Source: an optimization exercise on an open RTL-to-GDS flow (aim: a short achievable clock period and few clock cycles). Production flows keep margins and buffers that such runs may drop.
The RTL was checked by simulation tests, not by an equivalence proof against the original design.
No activity file was given, so power comes from the tool's default toggle rates.

`flow/run.sh`:
```
#!/bin/bash
# synth_recipe.tcl (not shown) runs the flow's synth.tcl, then flattens the netlist and writes it again
# the make line also repeats each setting of config.mk as NAME=value (left out here)
make -C /OpenROAD-flow-scripts/flow DESIGN_CONFIG=/design/flow/config.mk WORK_HOME=/design/flow/orfs CLKGATE_MAP_FILE= SYNTH_SCRIPT=/design/flow/synth_recipe.tcl finish
```
`flow/constraint.sdc`:
```
create_clock -name core_clock -period 8.0 [get_ports {clock_i}]
set_input_delay 1.6000 -clock core_clock [delete_from_list [all_inputs] [get_ports {clock_i}]]
set_output_delay 1.6000 -clock core_clock [all_outputs]
set_load 0.01 [all_outputs]
```
`flow/config.mk`:
```
export PLATFORM = sky130hd
export DESIGN_NAME = cpu
export DESIGN_NICKNAME = cpu
export VERILOG_FILES = /design/flow/design.v
export SDC_FILE = /design/flow/constraint.sdc
export NUM_CORES = 4
export LEC_CHECK = 0
export CAP_MARGIN = 20
export CORE_MARGIN = 2
export CORE_UTILIZATION = 40
export SLEW_MARGIN = 20
```
`flow/design.v`:
```
module cpu #(
    parameter unsigned CLOCK_DIVIDER = 1
) (
    input logic clock_i,
    input logic reset_i,
    input logic [7:0] data_i,
    input logic data_valid_i,
    output logic [7:0] data_o,
    output logic [15:0] address_o,
    output logic bus_read_o,
    output logic bus_write_o
);
  logic [7:0] clock_divider;
  logic clock_ready;
  always_ff @(posedge clock_i) begin
    if (reset_i == 1) begin
      clock_ready   <= 0;
      clock_divider <= 0;
    end else if (clock_divider == CLOCK_DIVIDER - 1) begin
      clock_divider <= 0;
      clock_ready   <= 1;
    end else begin
      clock_divider <= clock_divider + 1;
      clock_ready   <= 0;
    end
  end
  logic [ 7:0] accumulator;
  logic [ 7:0] index_x;
  logic [ 7:0] index_y;
  logic [ 7:0] program_counter_high;
  logic [ 7:0] program_counter_low;
  logic [ 7:0] stack_pointer;
  logic [ 7:0] status;
  logic [ 2:0] instruction_stage;
  logic [ 7:0] adder_hold;
  logic [ 7:0] address_high;
  logic [ 7:0] address_low;
  logic [ 7:0] current_instruction;
  logic [ 7:0] data_output;
  logic [15:0] incremented_program_counter;
  assign incremented_program_counter = {program_counter_high, program_counter_low} + 1;
  logic [2:0] next_instruction_stage;
  logic [7:0] alu_input_a;
  logic [7:0] alu_input_b;
  logic [7:0] alu_result;
  logic [7:0] alu_result_status;
  logic [2:0] alu_op;
  logic [7:0] data_status;
  logic [7:0] next_accumulator;
  logic [7:0] next_adder_hold;
  logic [7:0] next_address_high;
  logic [7:0] next_address_low;
  logic [7:0] next_index_x;
  logic [7:0] next_index_y;
  logic [7:0] next_instruction;
  logic [7:0] next_output_data;
  logic [7:0] next_program_counter_high;
  logic [7:0] next_program_counter_low;
  logic [7:0] next_stack_pointer;
  logic [7:0] next_status;
  logic new_carry;
  logic alu_result_to_adder_hold;
  logic alu_status_to_status;
  logic bus_read;
  logic bus_write;
  logic data_status_to_status;
  logic increment_pc_to_address;
  logic increment_pc_to_pc;
  always_comb begin
    next_accumulator = accumulator;
    next_adder_hold = adder_hold;
    next_address_high = address_high;
    next_address_low = address_low;
    next_index_x = index_x;
    next_index_y = index_y;
    next_instruction = current_instruction;
    next_output_data = data_output;
    next_program_counter_high = program_counter_high;
    next_program_counter_low = program_counter_low;
    next_stack_pointer = stack_pointer;
    next_status = status;
    next_instruction_stage = instruction_stage;
    alu_result_to_adder_hold = 0;
    alu_status_to_status = 0;
    bus_read = 0;
    bus_write = 0;
    data_status_to_status = 0;
    increment_pc_to_address = 0;
    increment_pc_to_pc = 0;
    alu_input_a = 0;
    alu_input_b = 0;
    alu_op = 0;
    case (instruction_stage)
      0: begin
        if (data_valid_i) begin
          next_instruction_stage = 1;
          next_instruction = data_i;
          case (data_i)
            8'hEA, 8'hAA, 8'hA8, 8'h8A, 8'h98, 8'h9A, 8'hBA, 8'h38, 8'h18: begin
            end
            default begin
              increment_pc_to_pc = 1;
              increment_pc_to_address = 1;
              bus_read = 1;
            end
          endcase
        end
        case (current_instruction)
          8'h69, 8'hE9, 8'h29, 8'h09, 8'h49, 8'h6D,
          8'hED, 8'hCD, 8'h2D, 8'h4D, 8'h0D: begin
            next_accumulator = adder_hold;
          end
          default: begin
          end
        endcase
      end
      1: begin
        case (current_instruction)
          8'hEA, 8'h38, 8'h18: begin
            next_instruction_stage = 0;
            increment_pc_to_pc = 1;
            increment_pc_to_address = 1;
            bus_read = 1;
            case (current_instruction)
              8'h38: next_status[0] = 1;
              8'h18: next_status[0] = 0;
              default: ;
            endcase
          end
          8'hA9, 8'hA2, 8'hA0: begin
            if (data_valid_i) begin
              next_instruction_stage = 0;
              increment_pc_to_pc = 1;
              increment_pc_to_address = 1;
              bus_read = 1;
              data_status_to_status = 1;
              case (current_instruction)
                8'hA9: next_accumulator = data_i;
                8'hA2: next_index_x = data_i;
                8'hA0: next_index_y = data_i;
                default: ;
              endcase
            end
          end
          8'h85: begin
            if (data_valid_i) begin
              next_instruction_stage = 2;
              next_address_low = data_i;
              next_address_high = 0;
              next_output_data = accumulator;
              bus_write = 1;
            end
          end
          8'h69, 8'hE9, 8'hC9, 8'h29, 8'h49, 8'h09: begin
            if (data_valid_i) begin
              next_instruction_stage = 0;
              increment_pc_to_pc = 1;
              increment_pc_to_address = 1;
              bus_read = 1;
              case (current_instruction)
                8'h69: alu_op = 0;
                8'hE9: alu_op = 1;
                8'hC9: alu_op = 3;
                8'h29: alu_op = 4;
                8'h49: alu_op = 5;
                8'h09: alu_op = 6;
                default: ;
              endcase
              alu_input_a = accumulator;
              alu_input_b = data_i;
              alu_result_to_adder_hold = 1;
              alu_status_to_status = 1;
            end
          end
          8'hA5, 8'hA6, 8'hA4: begin
            if (data_valid_i) begin
              next_instruction_stage = 2;
              next_address_high = 0;
              next_address_low = data_i;
              bus_read = 1;
            end
          end
          8'hB5, 8'hA1: begin
            if (data_valid_i) begin
              next_instruction_stage = 2;
              alu_op = 2;
              alu_input_a = index_x;
              alu_input_b = data_i;
              alu_result_to_adder_hold = 1;
            end
          end
          8'hAD, 8'h6D, 8'hED, 8'hCD, 8'h2D, 8'h4D,
          8'h0D: begin
            if (data_valid_i) begin
              next_instruction_stage = 2;
              next_adder_hold = data_i;
              increment_pc_to_address = 1;
              bus_read = 1;
            end
          end
          8'h4C: begin
            if (data_valid_i) begin
              next_instruction_stage = 2;
              next_program_counter_low = data_i;
              increment_pc_to_address = 1;
              bus_read = 1;
            end
          end
          8'hAA, 8'hA8, 8'h8A, 8'h98, 8'h9A, 8'hBA: begin
            next_instruction_stage = 0;
            increment_pc_to_pc = 1;
            increment_pc_to_address = 1;
            bus_read = 1;
            case (current_instruction)
              8'hAA: next_index_x = accumulator;
              8'hA8: next_index_y = accumulator;
              8'h8A: next_accumulator = index_x;
              8'h98: next_accumulator = index_y;
              8'h9A: next_stack_pointer = index_x;
              8'hBA: next_index_x = stack_pointer;
              default: ;
            endcase
          end
          default begin
          end
        endcase
      end
      2: begin
        case (current_instruction)
          8'hA5, 8'hA6, 8'hA4: begin
            next_instruction_stage = 0;
            increment_pc_to_pc = 1;
            increment_pc_to_address = 1;
            bus_read = 1;
            data_status_to_status = 1;
            case (current_instruction)
              8'hA5: next_accumulator = data_i;
              8'hA6: next_index_x = data_i;
              8'hA4: next_index_y = data_i;
              default: begin
              end
            endcase
          end
          8'hB5: begin
            next_instruction_stage = 3;
            next_address_low = adder_hold;
            next_address_high = 0;
            bus_read = 1;
          end
          8'hA1: begin
            next_instruction_stage = 3;
            next_address_low = adder_hold;
            next_address_high = 0;
            bus_read = 1;
            alu_op = 2;
            alu_input_b = 1;
            alu_input_a = adder_hold;
            alu_result_to_adder_hold = 1;
          end
          8'h85: begin
            next_instruction_stage = 0;
            increment_pc_to_pc = 1;
            increment_pc_to_address = 1;
            bus_read = 1;
          end
          8'hAD, 8'h6D, 8'hED, 8'hCD, 8'h2D, 8'h4D,
          8'h0D: begin
            if (data_valid_i) begin
              next_instruction_stage = 3;
              next_address_low = adder_hold;
              next_address_high = data_i;
              increment_pc_to_pc = 1;
              bus_read = 1;
            end
          end
          8'h4C: begin
            if (data_valid_i) begin
              next_instruction_stage = 0;
              next_program_counter_high = data_i;
              next_address_low = program_counter_low;
              next_address_high = data_i;
              bus_read = 1;
            end
          end
          default begin
          end
        endcase
      end
      3: begin
        case (current_instruction)
          8'hAD: begin
            if (data_valid_i) begin
              next_instruction_stage = 0;
              increment_pc_to_pc = 1;
              increment_pc_to_address = 1;
              next_accumulator = data_i;
              bus_read = 1;
            end
          end
          8'h6D, 8'hED, 8'hCD, 8'h2D, 8'h4D, 8'h0D: begin
            if (data_valid_i) begin
              next_instruction_stage = 0;
              increment_pc_to_pc = 1;
              increment_pc_to_address = 1;
              bus_read = 1;
              case (current_instruction)
                8'h6D: alu_op = 0;
                8'hED: alu_op = 1;
                8'hCD: alu_op = 3;
                8'h2D: alu_op = 4;
                8'h4D: alu_op = 5;
                8'h0D: alu_op = 6;
                default: ;
              endcase
              alu_input_a = accumulator;
              alu_input_b = data_i;
              alu_result_to_adder_hold = 1;
              alu_status_to_status = 1;
            end
          end
          8'hB5: begin
            next_instruction_stage = 0;
            increment_pc_to_pc = 1;
            increment_pc_to_address = 1;
            bus_read = 1;
            data_status_to_status = 1;
            case (current_instruction)
              8'hB5: next_accumulator = data_i;
              default: ;
            endcase
          end
          8'hA1: begin
            next_instruction_stage = 4;
            next_address_low = adder_hold;
            next_address_high = 0;
            bus_read = 1;
            next_adder_hold = data_i;
          end
          default begin
          end
        endcase
      end
      4: begin
        case (current_instruction)
          8'hA1: begin
            next_instruction_stage = 5;
            next_address_low = adder_hold;
            next_address_high = data_i;
            bus_read = 1;
          end
          default begin
          end
        endcase
      end
      5: begin
        case (current_instruction)
          8'hA1: begin
            next_instruction_stage = 0;
            increment_pc_to_pc = 1;
            increment_pc_to_address = 1;
            bus_read = 1;
            next_accumulator = data_i;
          end
          default begin
          end
        endcase
      end
      6: begin
        if (data_valid_i == 1) begin
          next_instruction_stage = 7;
          next_program_counter_low = data_i;
          next_address_high = 8'hFF;
          next_address_low = 8'hFD;
          bus_read = 1;
        end
      end
      7: begin
        if (data_valid_i == 1) begin
          next_instruction_stage = 0;
          next_program_counter_high = data_i;
          next_address_low = program_counter_low;
          next_address_high = data_i;
          bus_read = 1;
        end
      end
      default begin
      end
    endcase
    data_status = 0;
    data_status[1] = (data_i == 0);
    data_status[7] = data_i[7];
    alu_result = 0;
    alu_result_status = 0;
    new_carry = 0;
    case (alu_op)
      2: begin
        alu_result = alu_input_a + alu_input_b;
      end
      0: begin
        {new_carry, alu_result} = {1'b0, alu_input_a} +
            {1'b0, alu_input_b} +
            {8'b0, status[0]};
        alu_result_status = status;
        alu_result_status[0] = new_carry;
        alu_result_status[7] = alu_result[7];
        alu_result_status[1] = (alu_result == 0);
        alu_result_status[6] = 0;
      end
      1: begin
        {new_carry, alu_result} = {1'b0, alu_input_a} +
            {1'b0, ~alu_input_b} +
            {8'b0,~status[0]};
        alu_result_status = status;
        alu_result_status[0] = new_carry;
        alu_result_status[7] = alu_result[7];
        alu_result_status[1] = (alu_result == 0);
        alu_result_status[6] = 0;
      end
      3: begin
        {new_carry, alu_result} = {1'b0, alu_input_a} + {1'b0, alu_input_b} + {9'b000000001};
        alu_result_status = status;
        alu_result_status[0] = new_carry;
        alu_result_status[7] = alu_result[7];
        alu_result_status[1] = (alu_result == 0);
        alu_result_status[6] = 0;
      end
      4, 5, 6: begin
        case (alu_op)
          4: alu_result = alu_input_a & alu_input_b;
          5: alu_result = alu_input_a ^ alu_input_b;
          6: alu_result = alu_input_a | alu_input_b;
          default: ;
        endcase
        alu_result_status = status;
        alu_result_status[7] = alu_result[7];
        alu_result_status[1] = (alu_result == 0);
      end
      default begin
      end
    endcase
    if (alu_status_to_status) begin
      next_status = alu_result_status;
    end
    if (data_status_to_status) begin
      next_status = data_status;
    end
    if (increment_pc_to_address) begin
      next_address_low  = incremented_program_counter[7:0];
      next_address_high = incremented_program_counter[15:8];
    end
    if (increment_pc_to_pc) begin
      next_program_counter_low  = incremented_program_counter[7:0];
      next_program_counter_high = incremented_program_counter[15:8];
    end
    if (alu_result_to_adder_hold) begin
      next_adder_hold = alu_result;
    end
  end
  always_ff @(posedge clock_i) begin
    if (reset_i == 1) begin
      instruction_stage <= 6;
      bus_read_o <= 1;
      bus_write_o <= 0;
      current_instruction <= 0;
      address_low <= 8'hFC;
      address_high <= 8'hFF;
      accumulator <= 0;
      index_x <= 0;
      index_y <= 0;
      stack_pointer <= 0;
      status <= 8'b00110100;
    end else if (clock_ready == 1) begin
      accumulator <= next_accumulator;
      adder_hold <= next_adder_hold;
      address_high <= next_address_high;
      address_low <= next_address_low;
      bus_read_o <= bus_read;
      bus_write_o <= bus_write;
      current_instruction <= next_instruction;
      data_output <= next_output_data;
      index_x <= next_index_x;
      index_y <= next_index_y;
      instruction_stage <= next_instruction_stage;
      program_counter_high <= next_program_counter_high;
      program_counter_low <= next_program_counter_low;
      stack_pointer <= next_stack_pointer;
      status <= next_status;
    end
  end
  assign address_o = {address_high, address_low};
  assign data_o = data_output;
endmodule
```
==> qor.yml <==
route:
  wl_um: 27700
  first_iter_violations: 771
  drc: 0
  wl_per_cell_um: 21.0
  ant_nets: 0
  vias_per_cell: 6.11
  firstDrtPassIters: 6
  vias: 8047
global_routing:
  gr-usage-all-layers: 0.247
  overflow: 0
  grt_pass1_vias: 7426
  grt_max_degree: 72
  grt_pass1_wl_um: 43000
  antenna_found_initial: 0
synthesis:
  synth.top_cells.by_count: "nor2_1 (128), nand2_1 (84), dfxtp_1 (71), a21oi_1 (63), clkbuf_1 (48)"
  yosysSeqAreaShare: 0.283
  ys_warn_count: 1
  yosysTopAreaCell: "dfxtp_1"
  syn_inst: 1051
  synth_area_sq_mm: 0.00842
  synth_cell_type_count: 81
  syn_nets: 1095
  syn_area_per_cell_sq_um: 8.01
  synth_top_area_share: 0.169
  ys.flop_type: "dfxtp_1"
  synth_most_common_cell: "nor2_1"
  synth_edf_count: 32
  synth_area_leaders: "dfxtp_1 (17%), edfxtp_1 (11%), nor2_1 (5.7%)"
  synthArstFlopShare: 0
  synth_seq_cells: 103
cts:
  numCtsBuffers: 9
  cts_tree: "yes"
  clk_pin_slew_worst_paths_ps: 80
  cts_sinks: 103
  clk_path_buf_depth: 2
  cts-root-buf: "clkbuf_16"
  htreeDepth: 3
  worstSkewPairLatency_ps: 380
  postCtsSetupRepairBufs: 0
  post_cts_resized: 0
  hold_buffers: 0
timing:
  fin_worst_skew_ps: 18.3
  fin_setup_tns_ps: 0
  timing.final.crit_period_ps: 6350
  whs_ps: 454
  finalMaxSlewViolations: 0
  rsz0062_at_grt: "false"
  post-route-period-util: 0.794
  maxSlewHeadroom: 0.294
  max_freq_mhz: 158
  worst_pin_slew_ps: 1050
  hold_viol: 0
  setup_viol: 0
run:
  drv_cap: 0
power:
  powerDensity_mw_per_mm2: 137
  ir_worst_vdd_uv: 106
  p_leak_nw: 3.50
die:
  die_height_um: 149
  dieArea_sq_mm: 0.0222
  boundaryPins: 37
  core_sq_mm: 0.0208
  rows: 53
  initial_core_util: 0.404
  die_w_um: 149
cells_and_area:
  nets: 1082
  syn2layout_area_growth_pct: 9.96
  drive_above_1_share: 0.0805
  n_antenna_cell: 0
setup_path:
  cp-start-kind: "primary input"
  cp_cell_sequence: "clkdlybuf4s50_1, buf_4, nand4b_1, nor4_1, buf_4, nand2b_1, and2_1, ha_1, a211o_1, a2111oi_0, a211oi_2, and4bb_2, nand4b_1, xnor2_1, a221o_1, o22a_1"
  critPathArrivalTime_ps: 6470
  crit_required_ps: 8120
  worst-path-max-fanout: 34
  critPathSlowestCell: "a2111oi_0"
  critPathKind: "primary input to flop"
  end_kind: "flop"
  max_stage_delay_ps: 580
worst_hold_path:
  hp-class: "flop to flop"
placed_design:
  place.gp.congestion: 0.990
  place_hpwl_um: 19200
  portBuffers: 36
status:
  status: "finished clean"
## state kept, by name (all words and copies together) (netlist names)
name and count:
accumulator 8, adder_hold 8, address_high 8, address_low 8
clock_divider 8, current_instruction 8, data_output 8, index_x 8
index_y 8, program_counter_high 8, program_counter_low 8, stack_pointer 8
instruction_stage 3, bus_read_o 1, bus_write_o 1, clock_ready 1
status 1
## layout by cell type, fill, tap and decap left out, types with 17 or more instances in the layout
cell type        instances
o21ai_0                 47
nand3_1                 26
edfxtp_1                32
buf_4                   17
nor3_1                  22
clkdlybuf4s50_1         35
a211oi_1                25
ha_1                    29
a21oi_1                 63
nor2_1                 127
inv_1                   47
nand2b_1                21
dfxtp_1                 71
nand2_1                 84
xnor2_1                 27
mux2i_1                 47
mux2_2                  20
nor2b_1                 17
a22oi_1                 23
## power breakdown
part	leakage, nW	switching, mW	internal [mW]
sequential	0.882	0.0142	0.553
combinational	2.46	0.141	0.0892
clock	0.154	0.246	0.228
total	3.50	0.401	0.870
## metal layers
metal,up-vias,part of all wire,GRT usage
li1,3834,-,-
met1,3881,0.46,0.345
met2,290,0.45,0.385
met3,42,0.060,0.0416
met4,0,0.028,0.0857
met5,-,0,0
## logic make-up after synthesis
kind of cell | count (synthesis) | share of synthesized area
and+or+nand+nor | 378 | 0.221
AOI/OAI and AO/OA | 303 | 0.254
buffers and inverters | 124 | 0.0611
DFF | 103 | 0.283
muxes | 68 | 0.0840
xor gates and xnor gates | 41 | 0.0427
adders and majority gates | 34 | 0.0538
## worst paths after layout
check	endpoint	cells after the start	from	slack (ps)
max	adder_hold[7]	16	data_valid_i	1650
min	index_y[2]	2	index_y[2]	450
max reg2reg	adder_hold[7]	14	instruction_stage[1]	2330
min reg2reg	index_y[2]	2	index_y[2]	450
## cell type report
cell class | count | area (sq um)
Sequential cell | 103 | 2380
Timing Repair Buffer | 53 | 483
Fill cell | 2137 | 11600
Clock buffer | 9 | 225
Tap cell | 275 | 344
Multi-Input combinational cell | 824 | 5550
Inverter | 47 | 176
Clock inverter | 7 | 93.8
## per-stage QoR
step           setup slack, ps  cell area, sq um  instances  utilization  power (mW)
2_1_floorplan             2930              8420       1051            -       0.732
3_3_place_gp              1540              8920       1302        0.429       0.804
3_5_place_dp              1400              8920       1302        0.429       0.805
4_1_cts                   1790              9240       1318        0.444        1.28
5_1_grt                   1200              9260       1318        0.444        1.32
6_report                  1650              9260       1318        0.444        1.27
## worst max-delay path, delay by kind of cell
kind	cells	cell delay [ps]
compound gates	5	1610
fa+ha+maj	1	290
simple gates	6	1720
xor+xnor	1	150
buf+inv	3	1070
Testbench counts, summed over its fixed seeds: cycles 177,877.

afterwards: timing with drivers on the ports:
Ports are ideal in the flow. The routed layout listed here was re-timed in OpenROAD. Step 1 (the two cells are an assumption about what drives the block):
set clk [get_ports {clock_i}]
set_driving_cell -lib_cell sky130_fd_sc_hd__clkbuf_16 $clk
set_driving_cell -lib_cell sky130_fd_sc_hd__buf_2 [delete_from_list [all_inputs] $clk]
Step 2, shift: input delay + t, output delay - t, t = (earliest + latest rising clock arrival at the registers) / 2. This alone moves slack from input paths to output paths. a / b / c = ideal ports / drivers / drivers and shift; a / b = the first two.
t, ns: 0.414
slack for setup (ns): 1.652 / 1.672 / 1.258
hold WS [ns]: 0.454 / 0.454 / 0.454
pins driven straight from the clock port: 1
After both steps setup and hold are still met in this run. The setup slack of this run moves by +0.020 ns with the drivers and by -0.394 ns with both steps.
